Source: an optimization exercise on an open RTL-to-GDS flow (aim: small area, a short achievable clock period and few clock cycles per item). Production flows keep margins and buffers that such runs may drop. Where RTL was checked, it was by simulation tests only, not by an equivalence proof against the original.

Design arctan, start of the top module:
module arctan #
	(
		parameter integer C_S00_AXIS_TDATA_WIDTH	= 32,
		parameter integer C_M00_AXIS_TDATA_WIDTH	= 32,
    parameter integer ITERATIONS = 16
	)
	(
		input wire  s00_axis_aclk, s00_axis_aresetn,
		input wire  s00_axis_tlast, s00_axis_tvalid,
		input wire [C_S00_AXIS_TDATA_WIDTH-1 : 0] s00_axis_tdata,
		input wire [(C_S00_AXIS_TDATA_WIDTH/8)-1: 0] s00_axis_tstrb,
		output logic  s00_axis_tready,
		input wire  m00_axis_aclk, m00_axis_aresetn,
		input wire  m00_axis_tready,
		output logic  m00_axis_tvalid, m00_axis_tlast,
		output logic [C_M00_AXIS_TDATA_WIDTH-1 : 0] m00_axis_tdata,
		output logic [(C_M00_AXIS_TDATA_WIDTH/8)-1: 0] m00_axis_tstrb
	);
  logic sv;   
  logic ov;   
  wire adv = ~sv;
  logic rdy;   
  assign s00_axis_tready = rdy;
  wire signed [15:0] x_in = s00_axis_tdata[15:0];
  wire signed [15:0] y_in = s00_axis_tdata[31:16];
  logic s0_v;
  logic [4:0] s0_side;
  logic signed [15:0] s0_x, s0_y;
  logic [1:0] s0_q;
  logic [0:0] s0_b;
  logic s1_v;
  logic [4:0] s1_side;
  logic signed [15:0] s1_x, s1_y;
  logic [1:0] s1_q;
  logic [1:0] s1_b;
  logic s2_v;
  logic [4:0] s2_side;
  ...
Size: about 4700 cells after synthesis, roughly 750 flip-flops, about 82 I/O pins, about 46000 um2 of cells after synthesis.
==> flow/config.mk <==
export PLATFORM = sky130hd
export DESIGN_NAME = arctan
export DESIGN_NICKNAME = arctan
export VERILOG_FILES = /design/flow/design.v
export SDC_FILE = /design/flow/constraint.sdc
export NUM_CORES = 4
export LEC_CHECK = 0
export ABC_AREA = 1
export CAP_MARGIN = 20
export CORE_MARGIN = 2
export CORE_UTILIZATION = 40
export CTS_CLUSTER_DIAMETER = 70
export CTS_CLUSTER_SIZE = 40
export SETUP_SLACK_MARGIN = 2.5
export SLEW_MARGIN = 20
==> flow/constraint.sdc <==
create_clock -name core_clock -period 5.0 [get_ports {s00_axis_aclk}]
set_input_delay 1.0000 -clock core_clock [delete_from_list [all_inputs] [get_ports {s00_axis_aclk}]]
set_output_delay 1.0000 -clock core_clock [all_outputs]
set_load 0.01 [all_outputs]
run.sh (not shown) runs the stock make flow with config.mk's settings and CLKGATE_MAP_FILE= SYNTH_SCRIPT=/design/flow/synth_recipe.tcl, a recipe that flattens the netlist after the stock synthesis.
Testbench counts at the start, summed over its fixed seeds: cycles 16,128, items 16,000.
==> next run, changes <==
- CORE_UTILIZATION: 40 -> 50
- PLACE_DENSITY: default -> 0.7
Area after synthesis is unchanged; synthesized cell count stays the same; final cell count falls by 4.2%; fmax falls by 4.2%; routed wire length falls by 0.95%; clock skew falls by 0.037 ns.

========
== the baseline ==
Another version of the RTL of arctan (not shown whole).
Size in the first run: roughly 3700 cells after synthesis, ~710 flip-flops.
make LEC_CHECK=0 CAP_MARGIN=20 CORE_MARGIN=2 CORE_UTILIZATION=40 SLEW_MARGIN=20 finish   # period 5.0 ns
The baseline finished all stages; the layout is clean.
Relative to the baseline, the following input files were edited for the candidate:
Settings: putting SETUP_SLACK_MARGIN at 1.7 where nothing was set.
==> comparison <==
Summary: with the baseline as the reference, number of vias after detailed routing in the candidate moved up slightly. From the baseline to the candidate the numbers moved as follows: routed length on met1 moved up, register fraction of the total cell area moved down. Delta (the candidate minus the baseline): max-capacitance violation count level; total placed cells including tap cells did not really move; clock buffer instance count of the final layout now larger. Beginning of the critical path: s1_y[15] -> the candidate, m00_axis_tready -> the baseline.
Function was not checked in any run of this note: the RTL went through the layout flow alone.

========
Another version of the RTL of arctan (not shown whole).
For scale: ~5100 cells after synthesis, ~750 flip-flops, ~82 I/O pins, ~48000 um^2 of cells after synthesis.
Settings: LEC_CHECK=0, ABC_AREA=1, CAP_MARGIN=20, CORE_MARGIN=2, CORE_UTILIZATION=40, SETUP_SLACK_MARGIN=2.7, SLEW_MARGIN=20; clock period 5.0 ns.
Rerun with:
--- a/flow/config.mk
+++ b/flow/config.mk
@@ -11,3 +11,3 @@
 export CORE_UTILIZATION = 40
-export SETUP_SLACK_MARGIN = 2.7
+export SETUP_SLACK_MARGIN = 2.5
 export SLEW_MARGIN = 20
After rerunning: Clock skew came out higher by 17 ps; global-route usage came out lower by 0.16 points; worst hold slack gains 11 ps; setup slack loses 100 ps; utilization came out lower by 4.7 points.
No functional check of the RTL was part of any run of this note.

========
arctan, a different RTL version from the one above (not shown whole).
Size in the first run: ~4700 cells after synthesis, about 760 flip-flops, roughly 82 I/O pins, ~47000 µm² of cells after synthesis.
make LEC_CHECK=0 ABC_AREA=1 CAP_MARGIN=20 CORE_MARGIN=2 CORE_UTILIZATION=40 SETUP_SLACK_MARGIN=2.65 SLEW_MARGIN=20 finish   # period 5.0 ns
Next try:
- SETUP_SLACK_MARGIN: 2.65 -> 2.5
Routed wire length came out lower by a few percent.
Utilization came out lower by 3.8 points.
Worst hold slack gets better by 0.011 ns.
Die area does not change.
Non-clock buffer count came out lower by 195.
Setup slack gets worse by 0.24 ns.
Global-route usage came out lower by 0.26 points.
Maximum frequency came out lower by a little under a tenth.
Cell area came out lower by a little under a tenth.
Function was not checked in any run of this note: the RTL went through the layout flow alone.

========
Another version of the RTL of arctan (not shown whole).
Size in the first run: roughly 3900 cells after synthesis, roughly 720 flip-flops, ~82 I/O pins, about 44000 um^2 of cells after synthesis.
make LEC_CHECK=0 CAP_MARGIN=20 CORE_MARGIN=2 CORE_UTILIZATION=40 CTS_BUF_LIST='sky130_fd_sc_hd__clkbuf_4 sky130_fd_sc_hd__clkbuf_8' CTS_CLUSTER_SIZE=40 SETUP_SLACK_MARGIN=1.7 SLEW_MARGIN=20 finish   # period 5.0 ns
The first run finished clean.
Testbench counts at the start, summed over its fixed seeds: cycles 16,128, items 16,000.
==> next run, changes <==
--- a/flow/config.mk
+++ b/flow/config.mk
@@ -7,0 +8 @@
+export ABC_AREA = 1
@@ -11,3 +12 @@
-export CTS_BUF_LIST = sky130_fd_sc_hd__clkbuf_4 sky130_fd_sc_hd__clkbuf_8
-export CTS_CLUSTER_SIZE = 40
-export SETUP_SLACK_MARGIN = 1.7
+export SETUP_SLACK_MARGIN = 2.0
=>
- The new run passed the timing, design-rule and antenna checks
- wire length is higher by 6.2%
- setup slack is better by 310 ps
- flip-flop and latch count is unchanged
- first-iteration DRC count is lower by 2.9%
- fmax is higher by 11%
- die area is higher by 1.5%
- global-route usage is higher by 0.52 points
- non-clock buffer count is lower by 16
==> next run, changes <==
--- a/flow/config.mk
+++ b/flow/config.mk
@@ -12 +12 @@
-export SETUP_SLACK_MARGIN = 2.0
+export SETUP_SLACK_MARGIN = 2.6
After rerunning:
- area after synthesis does not change
- setup slack is better by 150 ps
==> next run, changes <==
--- a/flow/config.mk
+++ b/flow/config.mk
@@ -12 +12 @@
-export SETUP_SLACK_MARGIN = 2.6
+export SETUP_SLACK_MARGIN = 2.3
Clock-buffer cell count rose by 5.
Sequential share of layout area rose by 4.0 points.
Routed wire length fell by 8.9%.
Fmax rose by 3.0%.
Cell area fell by about 10%.
Hold slack gets worse by 3.3 ps.
Register-to-register slack gets better by 80 ps.
Via count fell by 4.9%.

========
arctan again, from the RTL that the note above started with.
clock: 5.0 ns
lec_check: 0
cap_margin: 20
core_margin: 2
core_utilization: 40
setup_slack_margin: 1.7
slew_margin: 20
Testbench counts at the start, summed over its fixed seeds: cycles 16,128, items 16,000.
Rerun with:
- ABC_AREA: not set -> 1
Result:
- The changed run passed the timing, design-rule and antenna checks
- utilization goes down by 0.34 points
- critical path depth goes down by 7
- routed wire length rose by about 6%
- first-iteration DRC count rose by about 24%

========
Another version of the RTL of arctan (not shown whole).
For scale: roughly 5200 cells after synthesis, roughly 750 flip-flops, ~48000 um^2 of cells after synthesis.
clock: 5.0 ns
lec_check: 0
abc_area: 1
cap_margin: 20
core_margin: 2
core_utilization: 40
setup_slack_margin: 2.65
slew_margin: 20
==> next run, changes <==
SETUP_SLACK_MARGIN = 2.5   (was 2.65)
What happened: Cell count decreases slightly; setup slack gets better by 72 ps; final area went down by a few percent; utilization drops by 2.7 points; wire length went down by a few percent; non-clock buffer count went down by 140; maximum frequency increases by a few percent; worst hold slack is about the same.
No functional check of the RTL was part of any run of this note.

========
== run P ==
Another version of the RTL of arctan (not shown whole).
Size in the first run: ~3600 cells after synthesis, roughly 720 flip-flops, ~82 I/O pins.
==> flow/config.mk <==
export PLATFORM = sky130hd
export DESIGN_NAME = arctan
export DESIGN_NICKNAME = arctan
export VERILOG_FILES = /design/flow/design.v
export SDC_FILE = /design/flow/constraint.sdc
export NUM_CORES = 4
export LEC_CHECK = 0
export CAP_MARGIN = 20
export CORE_MARGIN = 2
export CORE_UTILIZATION = 40
export SETUP_SLACK_MARGIN = 1.7
export SLEW_MARGIN = 20
==> flow/constraint.sdc <==
create_clock -name core_clock -period 5.0 [get_ports {s00_axis_aclk}]
set_input_delay 1.0000 -clock core_clock [delete_from_list [all_inputs] [get_ports {s00_axis_aclk}]]
set_output_delay 1.0000 -clock core_clock [all_outputs]
set_load 0.01 [all_outputs]
Run P reached the end of the flow, and the finished layout is clean on the timing, design-rule and antenna checks.
Modified inputs, run C compared to run P
- swapping 1.7 for 2.1 in SETUP_SLACK_MARGIN
## What came out
Delta (run C minus run P): number of filler cells placed in the layout went down.
Delta (run C minus run P): detail-routed net length per standard cell saw an increase; final weighted congestion of routability-driven global placement went down; final cycle utilization of the critical path decreased by 2.1 points relative to the old numbers; fmax increased 3.4%.
Run C has completed all stages; timing, DRC and antenna checks passed.
Function was not checked in any run of this note: the RTL went through the layout flow alone.

========
Another version of the RTL of arctan (not shown whole).
Size: roughly 4,700 cells after synthesis, about 760 flip-flops, about 82 I/O pins, about 47,000 um^2 of cells after synthesis.
Design arctan, start of the top module:
module arctan #
	(
		parameter integer C_S00_AXIS_TDATA_WIDTH	= 32,
		parameter integer C_M00_AXIS_TDATA_WIDTH	= 32,
    parameter integer ITERATIONS = 16
	)
	(
		input wire  s00_axis_aclk, s00_axis_aresetn,
		input wire  s00_axis_tlast, s00_axis_tvalid,
		input wire [C_S00_AXIS_TDATA_WIDTH-1 : 0] s00_axis_tdata,
		input wire [(C_S00_AXIS_TDATA_WIDTH/8)-1: 0] s00_axis_tstrb,
		output logic  s00_axis_tready,
		input wire  m00_axis_aclk, m00_axis_aresetn,
		input wire  m00_axis_tready,
		output logic  m00_axis_tvalid, m00_axis_tlast,
		output logic [C_M00_AXIS_TDATA_WIDTH-1 : 0] m00_axis_tdata,
		output logic [(C_M00_AXIS_TDATA_WIDTH/8)-1: 0] m00_axis_tstrb
	);
Settings: LEC_CHECK=0, ABC_AREA=1, CAP_MARGIN=20, CORE_MARGIN=2, CORE_UTILIZATION=40, CTS_CLUSTER_DIAMETER=40, CTS_CLUSTER_SIZE=20, SETUP_SLACK_MARGIN=2.5, SLEW_MARGIN=20; clock period 5.0 ns.
Testbench counts at the start, summed over its fixed seeds: cycles 16,128, items 16,000.
Rerun with:
CTS_CLUSTER_DIAMETER = 60   (was 40)
CTS_CLUSTER_SIZE = 30   (was 20)
Outcome: Die area does not change. Clock skew grows by 0.0056 ns. Setup slack degrades by 0.014 ns.
Rerun with:
CTS_CLUSTER_DIAMETER = not set   (was 60)
CTS_CLUSTER_SIZE = not set   (was 30)
SETUP_SLACK_MARGIN = 2.6   (was 2.5)
Outcome: The changed run finished with timing, DRC and antenna clean. Worst setup slack improves by 0.036 ns. Count of clock-buffer cells in the layout grows by 25. Synthesized area is unchanged. First-iteration DRC count stays flat. Sequential share of layout area shrinks by 1.5 points. Die area is unchanged. Synthesized cell count stays the same. Final area grows by a few percent. Maximum frequency grows slightly. Core utilization grows by 1.8 points.
Rerun with:
SETUP_SLACK_MARGIN = 2.4   (was 2.6)
What happened: Count of clock-buffer cells in the layout came out higher by 3; worst hold slack loses 0.014 ns; worst setup slack loses 0.10 ns; die area is unchanged; final area came out lower by a few percent.

==> static timing again, ports no longer ideal <==
The flow's constraints put no driver on any port. The routed layouts listed below were extracted and timed again, unchanged, in two steps.
Step 1: set_driving_cell puts a clkbuf_16 on s00_axis_aclk and a buf_2 on each other input, an assumption about the parent block.
Step 2 moves the port delays by t, midway between the first and last clock arrival at a register: inputs arrive t later, outputs are due t later. That takes back most of the time a late clock gives input paths.
Three values: no drivers, after step 1, after step 2; two values: the first two.
| run | t, ns | slack for setup (ns) | slew at the worst register clock pin (ns) |
|---|---|---|---|
| the first run of note 1 | 0.764 | 2.577 / 2.520 / 1.942 | 0.11 / 0.11 |
| the second run of note 1 | 0.683 | 2.471 / 2.471 / 2.045 | 0.11 / 0.11 |
| the baseline | 0.691 | 1.209 / 1.136 / 0.775 | 0.06 / 0.06 |
| the candidate | 0.699 | 1.810 / 1.810 / 1.172 | 0.07 / 0.07 |
| the first run of note 3 | 0.744 | 2.526 / 2.449 / 2.164 | 0.07 / 0.07 |
| the second run of note 3 | 0.752 | 2.422 / 2.350 / 2.035 | 0.06 / 0.06 |
| the first run of note 4 | 0.732 | 2.538 / 2.477 / 2.063 | 0.06 / 0.06 |
| the second run of note 4 | 0.722 | 2.296 / 2.229 / 2.034 | 0.06 / 0.06 |
| the first run of note 5 | 0.855 | 1.729 / 1.729 / 1.295 | 0.06 / 0.06 |
| the second run of note 5 | 0.704 | 2.042 / 2.021 / 1.510 | 0.06 / 0.06 |
| the third run of note 5 | 0.717 | 2.192 / 2.192 / 2.028 | 0.06 / 0.06 |
| the fourth run of note 5 | 0.710 | 2.274 / 2.274 / 1.846 | 0.06 / 0.06 |
| the first run of note 6 | 0.685 | 1.753 / 1.753 / 1.270 | 0.06 / 0.06 |
| the second run of note 6 | 0.700 | 1.871 / 1.843 / 1.647 | 0.07 / 0.07 |
| the first run of note 7 | 0.738 | 2.410 / 2.331 / 2.056 | 0.07 / 0.07 |
| the second run of note 7 | 0.736 | 2.482 / 2.403 / 1.995 | 0.07 / 0.07 |
| run P | 0.691 | 1.861 / 1.861 / 1.322 | 0.07 / 0.07 |
| run C | 0.701 | 1.965 / 1.965 / 1.574 | 0.06 / 0.06 |
| the first run of note 9 | 0.744 | 2.549 / 2.549 / 1.898 | 0.06 / 0.06 |
| the second run of note 9 | 0.725 | 2.535 / 2.535 / 1.935 | 0.09 / 0.09 |
| the third run of note 9 | 0.721 | 2.571 / 2.571 / 2.031 | 0.06 / 0.06 |
| the fourth run of note 9 | 0.726 | 2.467 / 2.394 / 1.856 | 0.07 / 0.07 |
After both steps setup and hold are still met in every run listed. The setup slack of the first run of note 9, which loses most, moves by 0.000 ns with the drivers and by -0.651 ns with both steps.
